From an optimization exercise on the open Yosys and OpenROAD flow, aimed at a short achievable clock period and few clock cycles; shortcuts taken in it are not production practice. Function was checked by simulation only, so behaviour that the tests miss may differ from the original. Power and IR drop assume default switching activity.

### flow/config.mk
export PLATFORM = sky130hd
export DESIGN_NAME = ARM
export DESIGN_NICKNAME = ARM
export VERILOG_FILES = /design/flow/design.v
export SDC_FILE = /design/flow/constraint.sdc
export NUM_CORES = 4
export LEC_CHECK = 0
export ABC_CLOCK_PERIOD_IN_PS = 3000
export CAP_MARGIN = 20
export CORE_MARGIN = 2
export CORE_UTILIZATION = 40
export SLEW_MARGIN = 20
export TNS_END_PERCENT = 100
### flow/constraint.sdc
create_clock -name core_clock -period 11.0 [get_ports {clk}]
set_input_delay 2.2000 -clock core_clock [delete_from_list [all_inputs] [get_ports {clk}]]
set_output_delay 2.2000 -clock core_clock [all_outputs]
set_load 0.01 [all_outputs]
### flow/design.v
module ks_add #(parameter W = 32) (
    input  [W-1:0] a,
    input  [W-1:0] b,
    input          cin,
    output [W-1:0] s,
    output         cout
);
localparam LV = (W > 16) ? 5 : (W > 8) ? 4 : (W > 4) ? 3 : (W > 2) ? 2 : 1;
wire [W-1:0] p = a ^ b;
wire [W-1:0] g = a & b;
wire [W-1:0] gg [0:LV];
wire [W-1:0] pp [0:LV];
assign gg[0] = {g[W-1:1], g[0] | (p[0] & cin)};
assign pp[0] = p;
genvar l, i;
generate
    for (l = 0; l < LV; l = l + 1) begin : lvl
        for (i = 0; i < W; i = i + 1) begin : bit_
            if (i >= (1 << l)) begin : comb
                assign gg[l+1][i] = gg[l][i] | (pp[l][i] & gg[l][i - (1 << l)]);
                assign pp[l+1][i] = pp[l][i] & pp[l][i - (1 << l)];
            end else begin : pass
                assign gg[l+1][i] = gg[l][i];
                assign pp[l+1][i] = pp[l][i];
            end
        end
    end
endgenerate
assign s = p ^ {gg[LV][W-2:0], cin};
assign cout = gg[LV][W-1];
endmodule
module ARM(
    input clk,
    input rst,
    output [31:0] imem_addr,
    input [31:0] imem_data,
    output [31:0] dmem_addr,
    output [31:0] dmem_wdata,
    output dmem_we,
    input [31:0] dmem_rdata
);
reg [31:0] pc;
reg        d_valid;
reg [31:0] d_ins;
reg [31:0] d_a, d_m, d_d;        
reg        d_mh_a, d_mh_m, d_mh_d;  
reg        d_wh_a, d_wh_m, d_wh_d;  
reg [31:0] d_pc4;
reg        d_pred;
reg        e_valid;
reg [3:0]  e_cond;
reg        e_wb, e_setf, e_ld, e_st, e_b, e_pred;
reg        e_arith;      
reg        e_invb;       
reg        e_cin1;       
reg        e_cinc;       
reg        e_land, e_lor, e_leor, e_lmov, e_lmvn, e_lrn;   
reg [3:0]  e_rd;
reg [31:0] e_a, e_op2, e_sd;   
reg        e_fa, e_fb, e_fsd;  
reg [31:0] e_alt;
reg        e_zk;         
reg        e_eq;         
reg        m_wb, m_ld, m_st;
reg [3:0]  m_rd;
reg [31:0] m_res, m_sdata;
reg [31:0] w_q;          
reg [3:0]  flags;        
reg [31:0] regs [0:15];
wire [31:0] w_val = m_ld ? dmem_rdata : m_res;
assign dmem_addr  = m_res;
assign dmem_wdata = m_sdata;
assign dmem_we    = m_st;
wire c_n = flags[3], c_z = flags[2], c_c = flags[1], c_v = flags[0];
reg cond_pass;
always @(*) begin
    case (e_cond)
        4'h0: cond_pass = c_z;
        4'h1: cond_pass = !c_z;
        4'h2: cond_pass = c_c;
        4'h3: cond_pass = !c_c;
        4'h4: cond_pass = c_n;
        4'h5: cond_pass = !c_n;
        4'h6: cond_pass = c_v;
        4'h7: cond_pass = !c_v;
        4'h8: cond_pass = c_c && !c_z;
        4'h9: cond_pass = !c_c || c_z;
        4'hA: cond_pass = c_n == c_v;
        4'hB: cond_pass = c_n != c_v;
        4'hC: cond_pass = !c_z && (c_n == c_v);
        4'hD: cond_pass = c_z || (c_n != c_v);
        default: cond_pass = 1'b1;
    endcase
end
wire [31:0] op_a  = e_fa  ? m_res : e_a;
wire [31:0] b_in  = e_fb  ? (m_res ^ {32{e_invb}}) : e_op2;
wire [31:0] op_sd = e_fsd ? m_res : e_sd;
wire arith  = e_arith;
wire cin    = e_cin1 || (e_cinc && c_c);
wire [32:0] sum;
ks_add #(32) alu_add (.a(op_a), .b(b_in), .cin(cin), .s(sum[31:0]), .cout(sum[32]));
wire sum33 = op_a[31] ^ b_in[31] ^ sum[32];
wire [31:0] lres = ({32{e_lmov}} & b_in) | ({32{e_lmvn}} & ~b_in) |
                   ({32{e_land}} & (op_a & b_in)) | ({32{e_lor}} & (op_a | b_in)) |
                   ({32{e_leor}} & (op_a ^ b_in)) | ({32{e_lrn}} & op_a);
wire [31:0] res = arith ? sum[31:0] : lres;
wire [31:0] zx = (op_a ^ b_in) ^ {op_a[30:0] | b_in[30:0], cin};
wire f_n = res[31];
wire f_z = arith ? (zx == 32'b0) : (lres == 32'b0);
wire f_c = arith && sum33 && !sum[31];
wire f_v = arith && op_a[31] == b_in[31] && op_a[31] != sum[31];
wire e_go   = e_valid && cond_pass;
wire e_setsf = e_valid && e_setf;
wire nz = (e_setsf && cond_pass) ? e_eq : c_z;
reg id_cond;
always @(*) begin
    case (d_ins[31:28])
        4'h0: id_cond = nz;
        4'h1: id_cond = !nz;
        4'h2: id_cond = c_c;
        4'h3: id_cond = !c_c;
        4'h4: id_cond = c_n;
        4'h5: id_cond = !c_n;
        4'h6: id_cond = c_v;
        4'h7: id_cond = !c_v;
        4'h8: id_cond = c_c && !c_z;
        4'h9: id_cond = !c_c || c_z;
        4'hA: id_cond = c_n == c_v;
        4'hB: id_cond = c_n != c_v;
        4'hC: id_cond = !c_z && (c_n == c_v);
        4'hD: id_cond = c_z || (c_n != c_v);
        default: id_cond = 1'b1;
    endcase
end
wire id_known = !e_setsf || (d_ins[31:29] == 3'b000 && e_zk);
wire id_isb   = d_valid && d_ins[27:26] == 2'b10 && !d_ins[24];
wire id_redirect = id_isb && id_known && (id_cond != d_pred);
wire id_pred = (id_isb && id_known) ? id_cond : d_pred;
wire e_take = e_go && e_b;
wire mispredict = e_valid && e_b && (e_take != e_pred);
wire [3:0] i_cond = d_ins[31:28];
wire [1:0] i_mode = d_ins[27:26];
wire       i_I    = d_ins[25];
wire [3:0] i_op   = d_ins[24:21];
wire       i_S    = d_ins[20];
wire [3:0] i_rn   = d_ins[19:16];
wire [3:0] i_rd   = d_ins[15:12];
wire [3:0] i_rm   = d_ins[3:0];
wire       i_dp   = i_mode == 2'b00;
wire       i_mem  = i_mode == 2'b01 && i_op == 4'b0100;
wire       i_ld   = i_mem && i_S;
wire       i_st   = i_mem && !i_S;
wire       i_b    = i_mode == 2'b10 && !i_op[3];
wire       i_dpwb = i_op == 4'b1101 || i_op == 4'b1111 || i_op == 4'b0100 || i_op == 4'b0101 ||
                    i_op == 4'b0010 || i_op == 4'b0110 || i_op == 4'b0000 || i_op == 4'b1100 ||
                    i_op == 4'b0001;
wire       i_wb   = (i_dp && i_dpwb) || i_ld;
wire       i_setf = i_dp && i_S;
wire       i_use_n = i_mem || (i_dp && i_op != 4'b1101 && i_op != 4'b1111);
wire       i_use_m = i_dp && !i_I;
wire       i_use_d = i_st;
wire [31:0] imm8 = {24'b0, d_ins[7:0]};
wire [63:0] imm_dbl = {imm8, imm8} >> {d_ins[11:8], 1'b0};
wire [31:0] i_imm = i_mem ? {20'b0, d_ins[11:0]} : imm_dbl[31:0];
wire [31:0] i_tgt;
ks_add #(32) id_tgt_add (.a(d_pc4), .b({{6{d_ins[23]}}, d_ins[23:0], 2'b00}), .cin(1'b0),
                         .s(i_tgt), .cout());
wire [31:0] id_a = d_mh_a ? w_val : (d_wh_a ? w_q : d_a);
wire [31:0] id_m = d_mh_m ? w_val : (d_wh_m ? w_q : d_m);
wire [31:0] id_d = d_mh_d ? w_val : (d_wh_d ? w_q : d_d);
wire       i_useimm = i_mem || i_I;
wire [4:0] i_shamt  = d_ins[11:7];
wire       i_shift  = i_dp && !i_I && !d_ins[4] && i_shamt != 5'd0;
wire [31:0] sh_in = d_mh_m ? m_res : (d_wh_m ? w_q : d_m);
wire [63:0] rm_dbl = {sh_in, sh_in} >> i_shamt;
reg [31:0] sh;
always @(*) begin
    case (d_ins[6:5])
        2'b00: sh = sh_in << i_shamt;
        2'b11: sh = rm_dbl[31:0];
        default: sh = sh_in >> i_shamt;
    endcase
end
wire [31:0] i_op2 = i_useimm ? i_imm : (i_shift ? sh : id_m);
wire i_cin1  = i_op == 4'b0010 || i_op == 4'b1010;
wire [31:0] id_a_nold = d_mh_a ? m_res : (d_wh_a ? w_q : d_a);
wire i_invb  = i_cin1 || i_op == 4'b0110;
wire i_arith = i_invb || i_op == 4'b0100 || i_op == 4'b0101;
wire e_hit_n = e_valid && e_wb && e_rd == i_rn;
wire e_hit_m = e_valid && e_wb && e_rd == i_rm;
wire e_hit_d = e_valid && e_wb && e_rd == i_rd;
wire stall = d_valid && ((cond_pass && ((e_ld && ((i_use_n && e_hit_n) || (i_use_m && e_hit_m) ||
                                                  (i_use_d && e_hit_d))) ||
                                        (i_shift && e_hit_m))) ||
                         (i_shift && m_ld && d_mh_m));
wire e_wr = e_go && e_wb;
wire [31:0] pc4 = pc + 32'd4;
wire [31:0] f_ins = imem_data;
wire        f_b = f_ins[27:26] == 2'b10 && !f_ins[24];
wire [31:0] f_tgt;
ks_add #(30) tgt_add (.a(pc[31:2]), .b({{6{f_ins[23]}}, f_ins[23:0]}), .cin(1'b1),
                      .s(f_tgt[31:2]), .cout());
assign f_tgt[1:0] = pc[1:0];
wire        f_pred = f_b && (f_ins[31:29] == 3'b111 || f_ins[23]);
wire [3:0]  f_rn = f_ins[19:16];
wire [3:0]  f_rd = f_ins[15:12];
wire [3:0]  f_rm = f_ins[3:0];
assign imem_addr = pc;
wire [31:0] pc_seq = f_pred ? f_tgt : pc4;
wire [31:0] pc_alt = mispredict ? e_alt : (id_redirect ? (d_pred ? d_pc4 : i_tgt) : pc);
wire        pc_use_alt = mispredict || id_redirect || stall;
always @(posedge clk, posedge rst) begin
    if (rst) begin
        pc <= 32'b0;
    end else begin
        pc <= pc_use_alt ? pc_alt : pc_seq;
    end
end
always @(posedge clk, posedge rst) begin
    if (rst) begin
        d_valid <= 1'b0;
    end else if (mispredict || id_redirect) begin
        d_valid <= 1'b0;
    end else if (!stall) begin
        d_valid <= 1'b1;
    end
end
always @(posedge clk, posedge rst) begin
    if (rst) begin
        d_ins <= 32'b0;
        d_a <= 32'b0; d_m <= 32'b0; d_d <= 32'b0;
        d_mh_a <= 1'b0; d_mh_m <= 1'b0; d_mh_d <= 1'b0;
        d_wh_a <= 1'b0; d_wh_m <= 1'b0; d_wh_d <= 1'b0;
        d_pc4 <= 32'b0;
        d_pred <= 1'b0;
    end else if (stall) begin
        d_a <= id_a; d_m <= id_m; d_d <= id_d;
        d_mh_a <= e_wr && e_rd == i_rn;
        d_mh_m <= e_wr && e_rd == i_rm;
        d_mh_d <= e_wr && e_rd == i_rd;
        d_wh_a <= 1'b0; d_wh_m <= 1'b0; d_wh_d <= 1'b0;
    end else begin
        d_ins <= f_ins;
        d_a <= regs[f_rn]; d_m <= regs[f_rm]; d_d <= regs[f_rd];
        d_mh_a <= e_wr && e_rd == f_rn;
        d_mh_m <= e_wr && e_rd == f_rm;
        d_mh_d <= e_wr && e_rd == f_rd;
        d_wh_a <= m_wb && m_rd == f_rn;
        d_wh_m <= m_wb && m_rd == f_rm;
        d_wh_d <= m_wb && m_rd == f_rd;
        d_pc4 <= pc4;
        d_pred <= f_pred;
    end
end
always @(posedge clk, posedge rst) begin
    if (rst) begin
        e_valid <= 1'b0;
        e_cond <= 4'b0;
        e_wb <= 1'b0; e_setf <= 1'b0; e_ld <= 1'b0; e_st <= 1'b0; e_b <= 1'b0; e_pred <= 1'b0;
        e_arith <= 1'b0; e_invb <= 1'b0; e_cin1 <= 1'b0; e_cinc <= 1'b0;
        e_land <= 1'b0; e_lor <= 1'b0; e_leor <= 1'b0; e_lmov <= 1'b0; e_lmvn <= 1'b0; e_lrn <= 1'b0;
        e_rd <= 4'b0;
        e_a <= 32'b0; e_op2 <= 32'b0; e_sd <= 32'b0;
        e_fa <= 1'b0; e_fb <= 1'b0; e_fsd <= 1'b0;
        e_alt <= 32'b0;
        e_zk <= 1'b0; e_eq <= 1'b0;
    end else begin
        e_valid <= d_valid && !stall && !mispredict;
        e_cond <= i_cond;
        e_wb <= i_wb; e_setf <= i_setf; e_ld <= i_ld; e_st <= i_st; e_b <= i_b; e_pred <= id_pred;
        e_arith <= i_arith; e_invb <= i_invb; e_cin1 <= i_cin1; e_cinc <= i_op == 4'b0101;
        e_land <= i_op == 4'b0000 || i_op == 4'b1000;
        e_lor  <= i_op == 4'b1100;
        e_leor <= i_op == 4'b0001;
        e_lmov <= i_op == 4'b1101;
        e_lmvn <= i_op == 4'b1111;
        e_lrn  <= !i_arith && i_op != 4'b0000 && i_op != 4'b1000 && i_op != 4'b1100 &&
                  i_op != 4'b0001 && i_op != 4'b1101 && i_op != 4'b1111;
        e_rd <= i_rd;
        e_a <= id_a; e_op2 <= i_op2 ^ {32{i_invb}}; e_sd <= id_d;
        e_fa <= e_hit_n && cond_pass;
        e_fb <= e_hit_m && cond_pass && !i_useimm;
        e_fsd <= e_hit_d && cond_pass;
        e_alt <= d_pred ? d_pc4 : i_tgt;
        e_zk <= i_dp && i_I && i_cin1 && !(d_mh_a && m_ld) && !e_hit_n;
        e_eq <= id_a_nold == i_imm;
    end
end
always @(posedge clk, posedge rst) begin
    if (rst) begin
        m_wb <= 1'b0; m_ld <= 1'b0; m_st <= 1'b0;
        m_rd <= 4'b0; m_res <= 32'b0; m_sdata <= 32'b0;
    end else begin
        m_wb <= e_go && e_wb;
        m_ld <= e_go && e_ld;
        m_st <= e_go && e_st;
        m_rd <= e_rd;
        m_res <= res;
        m_sdata <= op_sd;
    end
end
always @(posedge clk, posedge rst) begin
    if (rst) begin
        w_q <= 32'b0;
    end else begin
        w_q <= w_val;
    end
end
always @(posedge clk, posedge rst) begin
    if (rst) begin
        flags <= 4'b0;
    end else if (e_go && e_setf) begin
        flags <= {f_n, f_z, f_c, f_v};
    end
end
integer i;
always @(posedge clk, posedge rst) begin
    if (rst) begin
        for (i = 0; i < 16; i = i + 1) regs[i] <= i;
    end else if (m_wb) begin
        regs[m_rd] <= w_val;
    end
end
endmodule
### flow/flow/run.sh
#!/bin/bash
# The standard layout (the standard.sh), with timing repair aiming for
# setup slack well beyond the 11 ns clock so that the achieved period shrinks.
set -uo pipefail
bash standard.sh SETUP_SLACK_MARGIN=7.0 finish > standard_flow.log 2>&1
### flow/standard.sh
#!/bin/bash
# synth_recipe.tcl (not shown) runs the flow's synth.tcl, then flattens the netlist and writes it again
# the make line also repeats each setting of config.mk as NAME=value (left out here)
make -C /OpenROAD-flow-scripts/flow DESIGN_CONFIG=/design/flow/config.mk WORK_HOME=/design/flow/orfs CLKGATE_MAP_FILE= SYNTH_SCRIPT=/design/flow/synth_recipe.tcl "${@:-finish}"
==> results of run 1 <==
[power by group]
group	switching [mW]	internal (mW)	leakage (nW)
clock	1.65	2.29	1.84
combinational	3.39	2.24	15.7
sequential	0.968	4.48	10.2
total	6.01	9.01	27.7
[cell families after synthesis]
| family | after synthesis | share of synthesized area [%] |
|---|---|---|
| flops | 977 | 40.5 |
| compound gates | 2407 | 25.7 |
| simple gates | 1895 | 14.1 |
| xor+xnor | 259 | 3.76 |
| mux | 401 | 8.08 |
| buf+inv | 783 | 5.10 |
| fa+ha+maj | 127 | 2.68 |
[final timing paths]
kind | start | end | slack [ps] | depth (start not counted)
worst max register to register | m_res[5] | flags[3] | 6990 | 18
worst max-delay path | imem_data[15] | d_d[21] | 6910 | 9
worst min-delay path | d_pc4[1] | e_alt[1] | 400 | 0
max in group asynchronous | rst | m_res[11] | 7260 | 4
min in group asynchronous | rst | regs[9][2] | 2080 | 3
worst min register to register | d_pc4[1] | e_alt[1] | 400 | 0
[what timing repair did]
item | 4_1_cts | 5_1_grt
pin swaps | 41 | 57
resized for setup | 302 | 155
cloned | 4 | 1
setup buffers | 87 | 26
setup endpoints to repair | 333 | 264
[Yosys cell counts (91+ instances only)]
cell and number:
clkbuf_1 489, o21ai_0 428, xnor2_1 159, mux2i_1 228, inv_1 169, a211oi_1 91, a22oi_1 460, a221oi_1 166
nor2_1 698, nand2_1 582, mux2_2 99, nand4_1 127, ha_1 123, xor2_1 100, a21oi_1 737, nand3_1 113
dfrtp_1 945, a22o_1 130
[per-stage QoR]
stage          hold slack [ps]  instances  power, mW  utilization, %  setup WS (ps)
2_1_floorplan              352       6849       8.40               -          -4630
3_3_place_gp               379       8588       10.3            42.9           4990
3_5_place_dp               386       8588       10.4            42.9           5020
4_1_cts                    398       8877       14.7            46.4           6930
5_1_grt                    415       8904       15.6            46.9           6820
6_report                   399       8907       15.0            46.9           6910
[placed cells by master (no fill, tap or decap), types with 130 or more instances in the layout]
cell / count
a22o_1: 130
nand2_1: 579
mux2i_1: 184
o21ai_0: 392
xnor2_1: 159
a21oi_1: 725
a22oi_1: 460
a221oi_1: 163
nor2_1: 653
inv_1: 163
dfrtp_1: 869
buf_4: 245
[worst max-delay path, cell delays in order]
cell and delay (ps):
clkbuf_4 290, nand2b_1 390, nor2_4 60, buf_4 360, a22o_1 300, a221oi_1 230
nand3_1 110, o22ai_1 550, a21oi_1 140
[layer usage]
layer	up-vias	global-route usage (%)	share of wire, %
met5	-	0.478	0.11
li1	25000	-	-
met3	1276	13.1	13
met2	4431	51.7	41
met4	23	20.6	7.3
met1	29000	46.8	38
[final cells by class]
| type | count | share of cell area [%] |
|---|---|---|
| inverters | 173 | 0.939 |
| multi-input cells | 5091 | 49.2 |
| flip-flops and latches | 977 | 35.0 |
| repair buffers | 449 | 5.88 |
| clock inverters | 57 | 1.27 |
| diodes | 3 | 0.0107 |
| clock buffers | 141 | 4.17 |
| well taps | 2016 | 3.58 |
==> flow_summary.json, run 1 <==
{
  "min_period_over_period_pct": 37.2,
  "final_max_slew_viol_count": 0,
  "ant_nets": 0,
  "synthesis.area_sq_um": 60400,
  "grt_pass1_vias": 55700,
  "critPathKind": "input port to flip-flop",
  "seq_area_sq_um": 24600,
  "num_vias": 59800,
  "worstHoldPathType": "flip-flop to flip-flop",
  "relSlewSlack_pct": 24.0,
  "clkLatencyLatePin_ps": 770,
  "track_usage_pct": 36.1,
  "io_pins": 163,
  "yosys_warnings": 4,
  "die_h_um": 393,
  "period_needed_ps": 4090,
  "syn_inst": 6849,
  "numCtsBuffers": 106,
  "drt_iter0_drc": 9544,
  "maxCapViolCount": 0,
  "placedInstanceArea_sq_um": 64300,
  "setup_viol": 0,
  "syn_nets": 7042,
  "status": "timing/DRC/antenna clean",
  "drive_gt1_share_pct": 15.4,
  "dr.pass1.iters": 11,
  "grt_overflow": 0,
  "cts_sinks": 977,
  "n_fill_cell": 14300,
  "largest_register_ff_count": 512,
  "h-tree-depth": 3,
  "drt_wl_total_um": 287000,
  "cellLeakagePower_nw": 27.7,
  "hold_viol_final": 0,
  "start_util_pct": 40.3,
  "tritoncts": "yes",
  "dieArea_sq_um": 154000,
  "cp-start-kind": "input port",
  "cts_root_buf": "clkbuf_16",
  "multi_input_area_sq_um": 34600,
  "ir_drop_uv": 129,
  "pwr_density_cell_nw_per_um2": 213,
  "synth_edf_count": 0,
  "synthDominantCellAreaShare_pct": 39.2,
  "synth.area.top_cells": "dfrtp_1 (39%), a21oi_1 (6.1%), a22oi_1 (5.7%)",
  "ctsHoldBuffers": 0,
  "core_area_sq_um": 150000,
  "tightest_slew_ps": 1140,
  "antenna_found_initial": 14,
  "end_kind": "flip-flop",
  "async_flop_share_pct": 100,
  "stdcell_area_sq_um": 70400,
  "postSynthAreaPerCell_sq_um": 8.82,
  "tns_ps": 0,
  "die_x_um": 393,
  "num-nets-final": 6991,
  "drc": 0,
  "ys_ff_latch": 977,
  "yosysUniqueCellTypes": 102,
  "cts.clk_slew.worst_paths_ps": 60,
  "place.gp.congestion": 1.03,
  "viasPerCell": 6.71,
  "area.growth.synth_to_final_pct": 16.5,
  "cp.required_ps": 11620,
  "numPortBuffers": 162,
  "cts_buffer_depth": 3,
  "dp_hpwl_um": 176000,
  "max_freq_mhz": 244,
  "crit_fanout": 32,
  "synthFlopType": "dfrtp_1",
  "crit_arrival_ps": 4710,
  "ys_seq_area_share_pct": 40.5,
  "rsz0062_at_grt": "yes",
  "clock_skew_ps": 60.7,
  "wl_per_cell_um": 32.2,
  "top_register": "regs",
  "rows": 142,
  "grt_pass1_wl_um": 407000,
  "grt_max_degree": 168,
  "yosysTopAreaCell": "dfrtp_1"
}
Testbench counts, summed over its fixed seeds: cycles 77,837.
==> inputs of run 2 (changes only) <==
==> flow/flow/run.sh (replaced) <==
#!/bin/bash
# The standard layout (the standard.sh), with timing repair aiming for
# setup slack well beyond the 11 ns clock so that the achieved period shrinks,
# and the port buffers made plain buffers instead of the delay cells that
# buffer_ports picks by default.
set -uo pipefail
bash standard.sh SETUP_SLACK_MARGIN=7.5 "BUFFER_PORTS_ARGS=-buffer_cell sky130_fd_sc_hd__buf_4" finish > standard_flow.log 2>&1
==> flow_summary.json, run 2 <==
{
  "grt_pass1_vias": 57300,
  "worstHoldPathType": "flip-flop to flip-flop",
  "ff2ff_path_depth": 19,
  "wl_per_cell_um": 32.7,
  "place.gp.congestion": 1.05,
  "crit_arrival_ps": 4740,
  "setup_viol": 0,
  "final_cell_mix": "dfrtp_1 (859), a21oi_1 (707), nor2_1 (651), nand2_1 (575), a22oi_1 (457)",
  "tns_ps": 0,
  "syn_nets": 7042,
  "r2r_setup_slack_ps": 7310,
  "hold_viol_final": 0,
  "min_to": "e_alt[0]",
  "grt_pass1_wl_um": 415000,
  "area.growth.synth_to_final_pct": 21.0,
  "drive_gt1_share_pct": 21.2,
  "die_x_um": 393,
  "max_freq_mhz": 246,
  "status": "timing/DRC/antenna clean",
  "crit_fanout": 3,
  "critPathKind": "input port to flip-flop",
  "numCtsBuffers": 107,
  "yosysUniqueCellTypes": 102,
  "final_max_slew_viol_count": 0,
  "rows": 142,
  "yosysTopAreaCell": "dfrtp_1",
  "largest_register_ff_count": 512,
  "ys_ff_latch": 977,
  "synthesis.area_sq_um": 60400,
  "dp_hpwl_um": 177000,
  "h-tree-depth": 3,
  "holdWs_ps": 401,
  "cp-start-kind": "input port",
  "die_h_um": 393,
  "postSynthAreaPerCell_sq_um": 8.82,
  "drt_iter0_drc": 10500,
  "track_usage_pct": 36.8,
  "end_kind": "flip-flop",
  "grt_overflow": 0,
  "cts_root_buf": "clkbuf_16",
  "dieArea_sq_um": 154000,
  "ir_drop_uv": 124,
  "clkLatencyLatePin_ps": 780,
  "io_pins": 163,
  "antenna_found_initial": 15,
  "synthDominantCellAreaShare_pct": 39.2,
  "cts.clk_slew.worst_paths_ps": 60,
  "rsz0062_at_grt": "yes",
  "synth.area.top_cells": "dfrtp_1 (39%), a21oi_1 (6.1%), a22oi_1 (5.7%)",
  "worstReg2RegEnd": "m_res[30]",
  "pwr_density_cell_nw_per_um2": 211,
  "worst_hold_startpoint": "d_pc4[0]",
  "synthFlopType": "dfrtp_1",
  "synth.most_common_cell": "dfrtp_1",
  "min_period_over_period_pct": 36.9,
  "drc": 0,
  "async_flop_share_pct": 100,
  "clock_skew_ps": 76.6,
  "min_path_cells": 0,
  "crit_start": "imem_data[0]",
  "syn_inst": 6849,
  "dr.pass1.iters": 8,
  "yosys_warnings": 4,
  "cts_sinks": 977,
  "start_util_pct": 40.3,
  "viasPerCell": 6.79,
  "cellLeakagePower_nw": 28.8,
  "yosys-top-cells-count": "dfrtp_1 (945), a21oi_1 (737), nor2_1 (698), nand2_1 (582), clkbuf_1 (489)",
  "reg2reg_from": "e_invb",
  "mostFrequentLayoutCell": "dfrtp_1",
  "top_register": "regs",
  "tightest_slew_ps": 1210,
  "ant_nets": 0,
  "synth_edf_count": 0,
  "drt_wl_total_um": 295000,
  "core_area_sq_um": 150000,
  "num-nets-final": 7081,
  "maxCapViolCount": 0,
  "period_needed_ps": 4060,
  "relSlewSlack_pct": 19.7,
  "cts_buffer_depth": 3,
  "tritoncts": "yes",
  "ys_seq_area_share_pct": 40.5,
  "cp.required_ps": 11670,
  "num_vias": 61100,
  "numPortBuffers": 162,
  "grt_max_degree": 139
}
[run 2: worst max-delay path, cell delays in order]
cell and delay, ps:
buf_12 110, inv_8 50, ha_4 140, inv_2 40
fa_2 330, a21o_1 200, a41oi_2 200, o21ai_4 120
nand3_2 130, a21o_1 200, a311oi_2 140, buf_4 170
xor2_1 150, a21oi_1 80, or3_1 330, a31oi_1 160
[run 2: routing by layer]
layer | track usage [%] | vias up | share of wire (%)
met5 | 0.383 | - | 0.18
li1 | - | 25300 | -
met1 | 47.1 | 29500 | 37
met2 | 52.9 | 4839 | 41
met4 | 21.9 | 24 | 7.9
met3 | 13.5 | 1496 | 13
[run 2: cell type report]
cell class                      count  area, sq um
Fill cell                       14000        76900
Antenna cell                        5         12.5
Timing Repair inverter              1         5.00
Tap cell                         2016         2520
Sequential cell                   977        24600
Clock buffer                      158         3130
Timing Repair Buffer              533         5390
Inverter                          173          668
Clock inverter                     44          599
Multi-Input combinational cell   5095        36100
[run 2: report_power, final]
group | internal [mW] | leakage, nW | total [mW] | switching (mW)
clock | 2.22 | 1.80 | 3.86 | 1.65
combinational | 2.48 | 16.8 | 6.10 | 3.62
sequential | 4.48 | 10.2 | 5.44 | 0.961
[run 2: worst max path at each step]
stage                endpoint  slack [ps]
finish                 pc[26]        6940
global route           pc[26]        6840
CTS                    pc[28]        6960
detailed placement  m_res[18]        5920
global placement       pc[28]        5910
floorplan              d_a[0]       -4630
[run 2: cells by family (layout without fill, tap and decap cells)]
| logic type | after synthesis | in the layout | synth area share (%) |
|---|---|---|---|
| compound gates | 2407 | 2409 | 25.7 |
| xor+xnor | 259 | 259 | 3.76 |
| fa+ha+maj | 127 | 127 | 2.68 |
| buf+inv | 783 | 909 | 5.10 |
| flops | 977 | 977 | 40.5 |
| mux | 401 | 404 | 8.08 |
| other cells | 0 | 5 | 0 |
| simple gates | 1895 | 1896 | 14.1 |
[run 2: stage by stage]
| step | utilization, % | cell area, sq um | std cells | worst slack [ps] | power, mW |
|---|---|---|---|---|---|
| floorplan | - | 60800 | 6849 | -4630 | 8.41 |
| global placement | 42.6 | 63900 | 8578 | 5910 | 10.3 |
| finish | 48.7 | 73100 | 9002 | 6940 | 15.4 |
| detailed placement | 42.6 | 63900 | 8578 | 5920 | 10.4 |
| CTS | 47.4 | 71100 | 8919 | 6960 | 14.9 |
| global route | 48.7 | 73100 | 8997 | 6840 | 16.0 |
[run 2: repair_timing]
action / 4_1_cts / 5_1_grt
gates cloned: 10 / 10
gates resized for setup: 552 / 288
endpoints found under the setup margin: 601 / 807
setup buffers: 129 / 68
hold buffers: 0 / 0
pin swaps: 77 / 104
==> inputs of run 3 (changes only) <==
--- a/flow/design.v
+++ b/flow/design.v
@@ -133,5 +133,5 @@
     endcase
 end
-wire id_known = !e_setsf || (d_ins[31:29] == 3'b000 && e_zk);
+wire id_known = !e_setsf || (d_ins[31:29] == 3'b000 && e_zk) || d_ins[31:29] == 3'b111;
 wire id_isb   = d_valid && d_ins[27:26] == 2'b10 && !d_ins[24];
 wire id_redirect = id_isb && id_known && (id_cond != d_pred);
@@ -198,9 +198,14 @@
 wire [31:0] f_ins = imem_data;
 wire        f_b = f_ins[27:26] == 2'b10 && !f_ins[24];
-wire [31:0] f_tgt;
-ks_add #(30) tgt_add (.a(pc[31:2]), .b({{6{f_ins[23]}}, f_ins[23:0]}), .cin(1'b1),
-                      .s(f_tgt[31:2]), .cout());
-assign f_tgt[1:0] = pc[1:0];
-wire        f_pred = f_b && (f_ins[31:29] == 3'b111 || f_ins[23]);
+wire [10:0] f_lo;
+ks_add #(10) tgt_add (.a(pc[11:2]), .b(f_ins[9:0]), .cin(1'b1), .s(f_lo[9:0]), .cout(f_lo[10]));
+wire [19:0] pc_hi_p1, pc_hi_m1;
+ks_add #(20) hi_inc (.a(pc[31:12]), .b(20'h00000), .cin(1'b1), .s(pc_hi_p1), .cout());
+ks_add #(20) hi_dec (.a(pc[31:12]), .b(20'hfffff), .cin(1'b0), .s(pc_hi_m1), .cout());
+wire        f_neg = f_ins[23];
+wire        f_short = f_ins[23:10] == 14'h0000 || f_ins[23:10] == 14'h3fff;
+wire [19:0] f_hi = (f_lo[10] == f_neg) ? pc[31:12] : (f_lo[10] ? pc_hi_p1 : pc_hi_m1);
+wire [31:0] f_tgt = {f_hi, f_lo[9:0], pc[1:0]};
+wire        f_pred = f_b && f_short && (f_ins[31:29] == 3'b111 || f_ins[23]);
 wire [3:0]  f_rn = f_ins[19:16];
 wire [3:0]  f_rd = f_ins[15:12];
==> flow/flow/run.sh (replaced) <==
#!/bin/bash
# The standard layout (the standard.sh), with timing repair aiming for
# setup slack well beyond the 11 ns clock so that the achieved period shrinks.
set -uo pipefail
bash standard.sh SETUP_SLACK_MARGIN=7.5 finish > standard_flow.log 2>&1
==> flow_summary.json, run 3 <==
{
  "grt_max_degree": 116,
  "worst_hold_startpoint": "d_pc4[0]",
  "final_cell_mix": "dfrtp_1 (858), a21oi_1 (725), nor2_1 (722), nand2_1 (501), a22oi_1 (460)",
  "num-nets-final": 7162,
  "clkLatencyLatePin_ps": 790,
  "ff2ff_path_depth": 14,
  "cp_top_family": "buffers and inverters",
  "h-tree-depth": 3,
  "critPathKind": "input port to flip-flop",
  "ir_drop_uv": 146,
  "yosys_warnings": 5,
  "wl_per_cell_um": 33.4,
  "rows": 141,
  "seq_area_sq_um": 24600,
  "drt_iter0_drc": 10000,
  "yosysUniqueCellTypes": 80,
  "area.growth.synth_to_final_pct": 23.3,
  "postSynthAreaPerCell_sq_um": 8.64,
  "cp.required_ps": 11660,
  "cp_cell_sequence": "clkdlybuf4s50_1, ha_4, nor2_2, o31a_4, bufbuf_16, or3_1, a31o_2, nor3_2, a211oi_1, o21ai_1",
  "yosys-top-cells-count": "dfrtp_1 (945), a21oi_1 (794), nor2_1 (778), clkbuf_1 (543), nand2_1 (521)",
  "synth_edf_count": 0,
  "ys_seq_area_share_pct": 41.0,
  "setup_ws_ps": 6620,
  "setup_viol": 0,
  "worstHoldPathType": "flip-flop to flip-flop",
  "largest_register_ff_count": 512,
  "pwr_density_cell_nw_per_um2": 206,
  "stdcell_area_sq_um": 73700,
  "end_kind": "flip-flop",
  "min_path_cells": 0,
  "viasPerCell": 6.85,
  "reg2reg_from": "e_cond[1]",
  "mostFrequentLayoutCell": "dfrtp_1",
  "max_freq_mhz": 228,
  "die_h_um": 390,
  "min_period_over_period_pct": 39.9,
  "antenna_found_initial": 12,
  "syn_inst": 6917,
  "synthesis.area_sq_um": 59700,
  "synthFlopType": "dfrtp_1",
  "cp-start-kind": "input port",
  "dr.pass1.iters": 10,
  "instances_no_fill": 9013,
  "maxCapViolCount": 0,
  "cts.clk_slew.worst_paths_ps": 60,
  "grt_overflow": 0,
  "dp.cells": 8538,
  "cellLeakagePower_nw": 28.7,
  "period_needed_ps": 4380,
  "top_register": "regs",
  "placedInstanceArea_sq_um": 63400,
  "cts_sinks": 977,
  "start_util_pct": 40.4,
  "n_fill_cell": 13700,
  "drt_wl_total_um": 301000,
  "hold_viol_final": 0,
  "status": "timing/DRC/antenna clean",
  "crit_buf_inv": 2,
  "grt_pass1_wl_um": 423000,
  "numCtsBuffers": 109,
  "synthDominantCellAreaShare_pct": 39.6,
  "io_pins": 163,
  "crit_arrival_ps": 5050,
  "cts_root_buf": "clkbuf_16",
  "cts_buffer_depth": 3,
  "tns_ps": 0,
  "r2r_setup_slack_ps": 7110,
  "pre_cts_ws_ps": 4060,
  "synth.most_common_cell": "dfrtp_1",
  "synth.area.top_cells": "dfrtp_1 (40%), a21oi_1 (6.7%), a22oi_1 (5.9%)",
  "rsz0062_at_grt": "yes",
  "numPortBuffers": 162,
  "grt_pass1_vias": 57900,
  "dp_hpwl_um": 175000,
  "worstReg2RegEnd": "pc[12]",
  "syn_nets": 7093,
  "die_x_um": 390,
  "slowest_stage": "clkdlybuf4s50_1",
  "drc": 0,
  "track_usage_pct": 37.8,
  "ys_ff_latch": 977,
  "core_area_sq_um": 148000,
  "tightest_slew_ps": 1110,
  "relSlewSlack_pct": 25.9,
  "final_max_slew_viol_count": 0,
  "drive_gt1_share_pct": 22.1,
  "dieArea_sq_um": 152000,
  "num_vias": 61700,
  "clock_skew_ps": 52.5,
  "crit_fanout": 5,
  "async_flop_share_pct": 100,
  "multi_input_area_sq_um": 36000,
  "place.gp.congestion": 1.05,
  "yosysTopAreaCell": "dfrtp_1",
  "cpPeakStageDelay_ps": 630,
  "min_to": "e_alt[0]",
  "ant_nets": 0,
  "tritoncts": "yes"
}
[run 3: final cells by class]
class                           count  area share (%)
Clock buffer                      140            4.04
Timing Repair Buffer              572            8.27
Sequential cell                   977            33.5
Antenna cell                        7          0.0238
Inverter                          179           0.956
Multi-Input combinational cell   5145            48.9
Timing Repair inverter              2          0.0136
Tap cell                         1930            3.28
Clock inverter                     61            1.10
[run 3: worst max path at each step]
| stage | slack [ps] | cells after the start | to | start |
|---|---|---|---|---|
| CTS | 6730 | 15 | pc[23] | imem_data[0] |
| finish | 6620 | 10 | pc[23] | imem_data[7] |
| detailed placement | 4060 | 17 | pc[28] | imem_data[0] |
| global route | 6560 | 12 | pc[23] | imem_data[4] |
| floorplan | -4630 | 1 | d_a[0] | rst |
| global placement | 4120 | 17 | pc[28] | imem_data[0] |
[run 3: cell families (layout without fill, tap and decap cells)]
group,count (synthesis),count (layout),share of synthesized area (%)
AOI/OAI and AO/OA,2481,2482,26.5
xor gates and xnor gates,250,250,3.67
adders and majority gates,110,110,2.35
buffers and inverters,806,954,5.11
DFF,977,977,41.0
muxes,366,374,6.89
other,0,7,0
and+or+nand+nor,1927,1929,14.5
[run 3: through the flow]
| step | hold slack, ps | util [%] | total power [mW] |
|---|---|---|---|
| finish | 400 | 49.8 | 15.2 |
| global route | 422 | 49.8 | 15.7 |
| global placement | 378 | 42.8 | 9.82 |
| floorplan | 352 | - | 8.03 |
| CTS | 397 | 48.2 | 14.6 |
| detailed placement | 385 | 42.8 | 9.90 |
[run 3: worst reg2reg max path, delay by kind of cell (launching register included)]
kind	cells	cell delay (ps)
muxes	2	580
and+or+nand+nor	4	620
buffers and inverters	3	820
DFF	1	490
AOI/OAI and AO/OA	5	1330
[run 3: per-layer routing]
metal  vias up  share of wire [%]  GRT usage [%]
met5         -              0.028              0
met2      4917                 41           54.6
met1     29800                 37           48.1
met4        12                8.0           22.8
li1      25500                  -              -
met3      1501                 14           13.9
[run 3: where the power goes]
part / internal (mW) / switching (mW) / leakage (nW) / total [mW]
registers: 4.46 / 0.912 / 10.2 / 5.37
clock network: 2.27 / 1.67 / 1.85 / 3.95
logic: 2.34 / 3.52 / 16.6 / 5.86
[run 3: repair_timing]
action                                   CTS  global route
pin swaps                                 94           117
cloned                                    34             8
resized for setup                       1139           372
hold buffers                               0             0
endpoints found under the setup margin  1098           502
buffers inserted                         158            67
Testbench counts of run 3, summed over its fixed seeds: cycles 77,837.

-- static timing again, ports no longer ideal --
The results above use ideal ports. As a check the final layouts listed here were re-extracted and re-timed, cells and wires unchanged. Step 1 assumes that a clkbuf_16 drives the clock port and a buf_2 every other input. Step 2 moves the port delays by t, midway between the first and last clock arrival at a register: inputs arrive t later, outputs are due t later. That takes back most of the time a late clock gives input paths. Slacks: no drivers / after step 1 / after step 2; pairs: no drivers / after step 1.
run | t (ns) | slack for setup (ns) | worst hold slack (ns) | worst setup path after step 2
run 1 | 0.816 | 6.907 / 6.905 / 6.090 | 0.399 / 0.399 / 0.399 | input to register
run 2 | 0.827 | 6.939 / 6.818 / 5.991 | 0.401 / 0.401 / 0.401 | input to register
run 3 | 0.847 | 6.616 / 6.674 / 5.827 | 0.400 / 0.400 / 0.400 | input to register
After both steps every run listed still meets setup and hold. For run 2, which loses most, drivers alone change the setup slack by -0.121 ns; drivers and shift together by -0.948 ns.
